Context: an optimization exercise on an open-source flow, tuned for small area, a short achievable clock period and few clock cycles per item. The choices shown serve that exercise and are no tape-out recipe.
The RTL was checked by simulation tests, not by an equivalence proof against the original design.

## run A
==> flow/design.v (excerpt) <==
module fpmultiplier (output logic [31:0] product, output logic ready,
		input logic [31:0] a, input logic clock, nreset);
Size: ~160 flip-flops, roughly 12000 um^2 of cells after synthesis.
Settings: LEC_CHECK=0, ABC_CLOCK_PERIOD_IN_PS=3500, CAP_MARGIN=20, CORE_MARGIN=2, CORE_UTILIZATION=40, PLACE_DENSITY=0.6, SETUP_SLACK_MARGIN=5, SLEW_MARGIN=20; clock period 9.0 ns.
standard.sh (not shown) runs the stock make flow with config.mk's settings and CLKGATE_MAP_FILE= SYNTH_SCRIPT=/design/flow/synth_recipe.tcl, a recipe that flattens the netlist after the stock synthesis.
==> flow/flow/run.sh <==
#!/bin/bash
# The standard layout flow (standard.sh), run with a larger setup margin
# for the resizer's timing repair. Clock, constraints and every step are
# otherwise unchanged.
set -euo pipefail
MARGIN=${MARGIN:-5.4}
sed -E "s/SETUP_SLACK_MARGIN=[-0-9.]+/SETUP_SLACK_MARGIN=$MARGIN/" standard.sh > standard_margin.sh
grep -q "SETUP_SLACK_MARGIN=$MARGIN" standard_margin.sh
bash standard_margin.sh > standard.log 2>&1
Testbench counts of run A, summed over its fixed seeds: cycles 28,000, items 4,000.
The inputs of run B differ from those of run A as listed below.
Settings: putting CTS_BUF_LIST at sky130_fd_sc_hd__clkbuf_4 sky130_fd_sc_hd__clkbuf_8 where nothing was set.
--- a/flow/flow/run.sh
+++ b/flow/flow/run.sh
@@ -3 +3,2 @@
-# for the resizer's timing repair. Clock, constraints and every step are
+# for the resizer's timing repair and a smaller cell for the port buffers
+# (every port is still buffered). Clock, constraints and every step are
@@ -6 +7 @@
-MARGIN=${MARGIN:-5.4}
+MARGIN=${MARGIN:-6.0}
@@ -9 +10 @@
-bash standard_margin.sh > standard.log 2>&1
+bash standard_margin.sh "BUFFER_PORTS_ARGS=-buffer_cell sky130_fd_sc_hd__buf_2" finish > standard.log 2>&1
## What came out
- Run B against run A: number of different library cells in the post-synthesis netlist stayed essentially flat, critical path data required time picked up an extra 2.21 ns.
- Worst-case setup slack after placement down 0.068 ns in run B wrt run A
- Going from run A to run B, area of the multi-input gates now sits higher, final instance area now sits higher.
- Relative to run A, run B improves worst setup slack.
Relative to run B, the following input files were edited for run C:
Settings: CTS_BUF_LIST no longer set, was sky130_fd_sc_hd__clkbuf_4 sky130_fd_sc_hd__clkbuf_8.
==> flow/run.sh (new file) <==
#!/bin/bash
# synth_recipe.tcl (not shown) runs the flow's synth.tcl, then flattens the netlist and writes it again
# the make line also repeats each setting of config.mk as NAME=value (left out here)
make -C /OpenROAD-flow-scripts/flow DESIGN_CONFIG=/design/flow/config.mk WORK_HOME=/design/flow/orfs CLKGATE_MAP_FILE= SYNTH_SCRIPT=/design/flow/synth_recipe.tcl finish
removed: flow/flow/run.sh
removed: flow/standard.sh
[summary]
Comparing overall global routing resource usage for run C and run B, the bigger number came from run B. Lower met1 layer usage reported by global route goes to run C over run B. Compared with run B, run C degrades detailed-placement wirelength estimate. Summary of run C over run B: number of antenna-violating nets in the routed design has remained practically unchanged, post-route core utilization now smaller. Compared with run B, run C improves cell area.
#### Input delta (run D over run C)
Settings: CORE_UTILIZATION: 40 -> 55; PLACE_DENSITY: 0.6 -> 0.7.
==> flow/flow/run.sh (new file) <==
#!/bin/bash
# The standard layout flow (standard.sh), run with a larger setup margin
# for the resizer's timing repair. Clock, constraints and every step are
# otherwise unchanged.
set -euo pipefail
MARGIN=${MARGIN:-5.8}
sed -E "s/SETUP_SLACK_MARGIN=[-0-9.]+/SETUP_SLACK_MARGIN=$MARGIN/" standard.sh > standard_margin.sh
grep -q "SETUP_SLACK_MARGIN=$MARGIN" standard_margin.sh
bash standard_margin.sh > standard.log 2>&1
==> flow/standard.sh (new file) <==
#!/bin/bash
# synth_recipe.tcl (not shown) runs the flow's synth.tcl, then flattens the netlist and writes it again
# the make line also repeats each setting of config.mk as NAME=value (left out here)
make -C /OpenROAD-flow-scripts/flow DESIGN_CONFIG=/design/flow/config.mk WORK_HOME=/design/flow/orfs CLKGATE_MAP_FILE= SYNTH_SCRIPT=/design/flow/synth_recipe.tcl "${@:-finish}"
removed: flow/run.sh
==> comparison <==
- Run D: full flow OK, the timing, DRC and antenna checks passed
- Per the comparison of run D with run C, synthesized area barely changed.
- Run D ends up with higher post-CTS repair timing setup buffer count than run C does.
- Going from run C to run D, transition time of the tightest slew-check pin shows a reduction of 0.025 ns, die area dropped about 27%, number of core rows decreased by 10 relative to the old numbers.

---

Setup of v45:
fpmultiplier, a different RTL version from the one above (not shown whole).
Size in the first run: roughly 160 flip-flops, roughly 67 I/O pins, ~0.012 mm2 of cells after synthesis.
// fpmultiplier
module fpmultiplier (output logic [31:0] product, output logic ready,
		input logic [31:0] a, input logic clock, nreset);
Settings: LEC_CHECK=0, ABC_CLOCK_PERIOD_IN_PS=3500, CAP_MARGIN=20, CORE_MARGIN=2, CORE_UTILIZATION=40, CTS_BUF_LIST=sky130_fd_sc_hd__clkbuf_4 sky130_fd_sc_hd__clkbuf_8, PLACE_DENSITY=0.6, SETUP_SLACK_MARGIN=5, SLEW_MARGIN=20, SYNTH_HIERARCHICAL=1; clock period 9.0 ns.
==> flow/flow/run.sh <==
#!/bin/bash
# The standard layout flow (standard.sh), run with a larger setup margin
# for the resizer's timing repair and a smaller cell for the port buffers
# (every port is still buffered). Clock, constraints and every step are
# otherwise unchanged.
set -euo pipefail
MARGIN=${MARGIN:-5.7}
sed -E "s/SETUP_SLACK_MARGIN=[-0-9.]+/SETUP_SLACK_MARGIN=$MARGIN/" standard.sh > standard_margin.sh
grep -q "SETUP_SLACK_MARGIN=$MARGIN" standard_margin.sh
bash standard_margin.sh "BUFFER_PORTS_ARGS=-buffer_cell sky130_fd_sc_hd__buf_2" finish > standard.log 2>&1
v45: flow completed, timing, DRC and antenna clean
Testbench counts of v45, summed over its fixed seeds: cycles 28,000, items 4,000.
For v41, these inputs were changed with respect to v45:
--- a/flow/flow/run.sh
+++ b/flow/flow/run.sh
@@ -6,3 +6,3 @@
 set -euo pipefail
-MARGIN=${MARGIN:-5.7}
+MARGIN=${MARGIN:-6.2}
 sed -E "s/SETUP_SLACK_MARGIN=[-0-9.]+/SETUP_SLACK_MARGIN=$MARGIN/" standard.sh > standard_margin.sh
### Flow results
The via count in v41 sits about 8% above the value recorded for v45. Looking at count of clock-buffer cells in the layout, v41 sits below v45. Compared with v45, v41 shows a higher worst endpoint data arrival time. [compare] base=v45 new=v41: number of antenna violations at the first check in global routing shows an increase of 1. v41 vs v45: via density per instance up in v41. The violation count after the first detailed-routing iteration of v41 falls short of that of v45 by 41. On total placed instance area, v41 and v45 are neck and neck.
## Diff of input files: v21 against v41
Settings: PLACE_DENSITY changed from 0.6 to 0.5.
--- a/flow/flow/run.sh
+++ b/flow/flow/run.sh
@@ -6,3 +6,3 @@
 set -euo pipefail
-MARGIN=${MARGIN:-6.2}
+MARGIN=${MARGIN:-5.8}
 sed -E "s/SETUP_SLACK_MARGIN=[-0-9.]+/SETUP_SLACK_MARGIN=$MARGIN/" standard.sh > standard_margin.sh
--- outcome ---
- Going from v41 to v21, wire length fell by about 10%, depth of the worst register-to-register path went down 1.
- The startpoint of the most critical setup path comes out dg[4] in one run and s_x1 in the other, namely in v21 and v41 respectively.
- The flow did not stop early for v21: all stages ran, and the layout cleared the timing, DRC and antenna checks.
- v21 ended up with sky130_fd_sc_hd__dfxtp_4 as its cell type of the slowest stage on the worst timing path; v41 ended up with sky130_fd_sc_hd__fa_1.
- Cmp v21 and v41 / DRC violation total after the first TritonRoute iteration / lower: v21
- | first-pass GRT wire length | v21 vs v41 | about 8% lower |
- Compared with v41, v21 instantiates a smaller number of cells.
- Count of plain and timing-repair buffers in the layout (v21 over v41): decrease, about 50%
- Diff v41..v21 | fraction of area in clock buffers and inverters | negligible
- Going from v41 to v21, the minimum clock period was found to have gone up by 0.10 ns.
Changes in v2 relative to v21:
Settings: swapping 0.5 for 0.6 in PLACE_DENSITY.
==> comparison <==
- The setup slack of v2 is smaller than that of v21.
- Delta (v2 minus v21): data arrival time of the critical path level; shortest period the worst path allows moved up; via count moved up.
- Relative to v21, the total detailed-routing wirelength measured on v2 has decreased slightly.
The following lists how v37 was set up differently from v2:
Settings: changing PLACE_DENSITY from 0.6 to 0.7.
[summary]
Final worst-path setup slack: v37 and v2 compared, higher one is v2. v37 vs. v2: overall via count from detail_route shows an increase of 59; highest clock rate down 0.91%.

[static timing again, ports no longer ideal]
The flow's constraints put no driver on any port. The routed layouts listed below were extracted and timed again, unchanged, in two steps. Step 1: set_driving_cell puts a clkbuf_16 on clock and a buf_2 on each other input, an assumption about the parent block. Step 2 adds t to the input delays and takes it off the output delays; t is the mean of the earliest and latest rising clock arrival at the registers after step 1. Input paths then give back, and output paths get back, about the clock's delay inside the block. Three values: ideal ports, drivers, drivers and shift; two values: the first two.
run | shift t [ns] | setup WS [ns] | slew at the worst register clock pin (ns)
run A | 0.487 | 5.463 / 5.414 / 5.554 | 0.07 / 0.07
run B | 0.530 | 5.945 / 5.945 / 5.945 | 0.11 / 0.11
run C | 0.486 | 5.110 / 5.061 / 5.343 | 0.07 / 0.07
run D | 0.477 | 5.798 / 5.755 / 5.514 | 0.08 / 0.08
v45 | 0.523 | 5.748 / 5.695 / 5.862 | 0.11 / 0.11
v41 | 0.529 | 5.969 / 5.969 / 5.969 | 0.12 / 0.12
v21 | 0.514 | 5.869 / 5.823 / 5.902 | 0.11 / 0.11
v2 | 0.516 | 5.855 / 5.809 / 5.920 | 0.12 / 0.12
v37 | 0.514 | 5.827 / 5.785 / 5.877 | 0.10 / 0.10
After both steps every run listed still meets setup and hold. For run D, which loses most, drivers alone change the setup slack by -0.043 ns; drivers and shift together by -0.284 ns.
